Background: an optimization exercise with open tools, aiming at small area and a short achievable clock period. Do not read the settings as production practice.
Only simulation tests tie the RTL to the original design; equivalence was not proved.
Power and IR drop assume default switching activity.

## convolution
module convolution(
input        clk,
input [71:0] pixel_data_in,
input        pixel_data_valid_in,
output reg [7:0] convolved_data_out,
output reg   convolved_data_valid_out
);
wire [7:0] p0 = pixel_data_in[7:0];
wire [7:0] p1 = pixel_data_in[15:8];
wire [7:0] p2 = pixel_data_in[23:16];
wire [7:0] p3 = pixel_data_in[31:24];
wire [7:0] p5 = pixel_data_in[47:40];
wire [7:0] p6 = pixel_data_in[55:48];
wire [7:0] p7 = pixel_data_in[63:56];
wire [7:0] p8 = pixel_data_in[71:64];
reg [8:0] a, b, c, d;
reg       valid1;
always @(posedge clk) begin
    a <= {1'b0, p0} - {1'b0, p8};
    b <= {1'b0, p6} - {1'b0, p2};
    c <= {1'b0, p3} - {1'b0, p5};
    d <= {1'b0, p1} - {1'b0, p7};
    valid1 <= pixel_data_valid_in;
end
wire [10:0] ae = {{2{a[8]}}, a};
wire [10:0] be = {{2{b[8]}}, b};
wire [10:0] ce = {{2{c[8]}}, c};
wire [10:0] de = {{2{d[8]}}, d};
reg [10:0] gx, gy;
reg        valid2;
always @(posedge clk) begin
    gx <= ae + be + {ce[9:0], 1'b0};
    gy <= ae - be + {de[9:0], 1'b0};
    valid2 <= valid1;
end
wire m64x = &gx[10:6] & ~|gx[5:0];
wire m64y = &gy[10:6] & ~|gy[5:0];
wire bigx = ~(&gx[10:6] | ~|gx[10:6]) | m64x;
wire bigy = ~(&gy[10:6] | ~|gy[10:6]) | m64y;
localparam [895:0] TX_TABLE = 896'h7efdfbf7ef9f3e7cf9f3e7af5ebd78f1e3c76edd3a74e5cb870ddbb66ad5a3466c98b060bd72d58ad5294e992a44480f9d3664b1420302800a308142c64d9d3e811244a993a954ad62d5cbd83062c99b468d5ab66eddc3872e5d3a74eddbc78f1e3d7af5ebe7cf9f3e7cf9fbf7efdfbf;
wire [6:0] tx = TX_TABLE[7*gx[6:0] +: 7];
wire [6:0] xy = gy[6:0] ^ {7{gy[10]}};
wire [7:0] cmp = {1'b0, xy} + {1'b0, ~tx} + {7'b0, gy[10]};
wire is_edge = bigx | bigy | cmp[7];
always @(posedge clk) begin
    convolved_data_out <= {8{is_edge}};
    convolved_data_valid_out <= valid2;
end
endmodule
For scale: about 650 cells after synthesis, about 0.0042 sq mm of cells after synthesis.
clock: 5.5 ns
lec_check: 0
cap_margin: 20
core_margin: 2
core_utilization: 60
setup_slack_margin: 3.2
slew_margin: 20
standard.sh (not shown) runs the stock make flow with config.mk's settings and CLKGATE_MAP_FILE= SYNTH_SCRIPT=/design/flow/synth_recipe.tcl, a recipe that flattens the netlist after the stock synthesis.
==> flow/flow/run.sh <==
#!/bin/bash
# Own flow: the standard synthesis, then its combinational logic re-mapped by ABC for area
# (registers, their names and cell types kept as the standard synthesis made them), then the
# standard ORFS layout of that netlist with buf_1 port buffers.
set -euo pipefail
W=$PWD
R=orfs/results/sky130hd/convolution/base
YOSYS=$FLOW_HOME/../tools/install/yosys/bin/yosys
[ -x "$YOSYS" ] || YOSYS=yosys
LIB=$FLOW_HOME/platforms/sky130hd/lib/sky130_fd_sc_hd__tt_025C_1v80.lib

bash standard.sh synth > std_synth.log 2>&1
cp $R/1_2_yosys.v std_netlist.v
DU=$(grep -o -- "-dont_use [^ ]*" orfs/logs/sky130hd/convolution/base/1_2_yosys.log | sort -u | tr '\n' ' ')
mv orfs orfs_std

cat > resynth.ys <<EOT
read_liberty -ignore_miss_func $LIB
blackbox sky130_fd_sc_hd__df* sky130_fd_sc_hd__conb_*
read_verilog std_netlist.v
hierarchy -top $FLOW_TOP
flatten
opt_clean -purge
opt -fast
abc -script $W/flow/resynth.abc -liberty $LIB $DU
opt_clean -purge
hilomap -singleton -hicell sky130_fd_sc_hd__conb_1 HI -locell sky130_fd_sc_hd__conb_1 LO
splitnets
opt_clean -purge
stat -liberty $LIB
write_verilog -noattr -noexpr -nohex -nodec resynth.v
EOT
$YOSYS -s resynth.ys > resynth.log 2>&1

bash standard.sh SYNTH_NETLIST_FILES=$W/resynth.v \
  BUFFER_PORTS_ARGS="-buffer_cell sky130_fd_sc_hd__buf_1" finish > flow_layout.log 2>&1
==> flow/flow/resynth.abc <==
strash
ifraig
scorr
dc2
dch -f
map -a
topo
strash
dch -f
map -D 1000
topo
strash
dch -f
map -D 1000
topo
==> next run, changes <==
Settings changed: CORE_UTILIZATION 60 to 40, SETUP_SLACK_MARGIN 3.2 to 3.3, TNS_END_PERCENT set to 10.
After rerunning: Critical path depth grows by 1; via count goes down by about 3%; die area rose by 47%; cell count went up by 6.8%; setup slack gets better by 0.061 ns; wire length is lower by about 8%; total power shrinks by 1.1%.
==> next run, changes <==
Settings changed: TNS_END_PERCENT 10 to unset.
After rerunning: The changed run finished with timing, DRC and antenna clean. Via count stays flat. Wire length goes up slightly. Power went up by a few percent. Synthesized cell count does not change. Non-clock buffer count climbs by 2. Maximum frequency goes down slightly. Die area is unchanged. Hold slack is about the same. Worst setup slack is worse by 0.012 ns.
==> next run, changes <==
Settings changed: SETUP_SLACK_MARGIN 3.3 to 3.5.
What happened:
- worst setup slack gets better by 0.056 ns
- core utilization rises by 7.9 points
- worst hold slack is about the same
- sequential power grows by about 0.7%
- final cell count rises by 5.2%
- routed wire length grows by 16%
- maximum frequency increases by 2.7%
- global-route usage goes up by 1.6 points
- clock-buffer cell count is unchanged
==> next run, changes <==
Settings changed: SETUP_SLACK_MARGIN 3.5 to 3.1.
The new run produced a clean layout.
Synthesized cell count does not change.
Sequential cell count stays the same.
Global-route usage fell by 0.80 points.
Setup slack loses 0.15 ns.
Total power fell by roughly a tenth.
Non-clock buffer count shrinks by 49.
Final area decreases by about a fifth.
Worst hold slack stays flat.
Clock-buffer cell count rises by 1.
Area after synthesis is unchanged.

## port drivers added, routing unchanged
The results above use ideal ports. As a check the final layouts listed here were re-extracted and re-timed, cells and wires unchanged. Step 1 assumes that a clkbuf_16 drives the clock port and a buf_2 every other input. Step 2 also shifts input and output timing later by t, the mid clock arrival at the registers, as if the neighbouring blocks saw the same clock. Slacks: ideal / step 1 / step 2; pairs: ideal / step 1.
run	shift t [ns]	slack for setup (ns)	worst hold slack (ns)	slew at the worst register clock pin (ns)	worst slew at a driven data input, ns
the first run	0.364	3.311 / 3.318 / 2.954	0.332 / 0.332 / 0.332	0.08 / 0.08	0.04
the second run	0.351	3.372 / 3.379 / 3.028	0.329 / 0.329 / 0.329	0.07 / 0.07	0.04
the third run	0.359	3.360 / 3.371 / 3.012	0.330 / 0.330 / 0.330	0.07 / 0.07	0.03
the fourth run	0.363	3.416 / 3.412 / 3.049	0.331 / 0.331 / 0.331	0.07 / 0.07	0.08
the fifth run	0.360	3.268 / 3.277 / 2.917	0.329 / 0.329 / 0.329	0.07 / 0.07	0.03
After both steps every run listed still meets setup and hold. The setup slack of the fourth run, which loses most, moves by -0.004 ns with the drivers and by -0.367 ns with both steps.
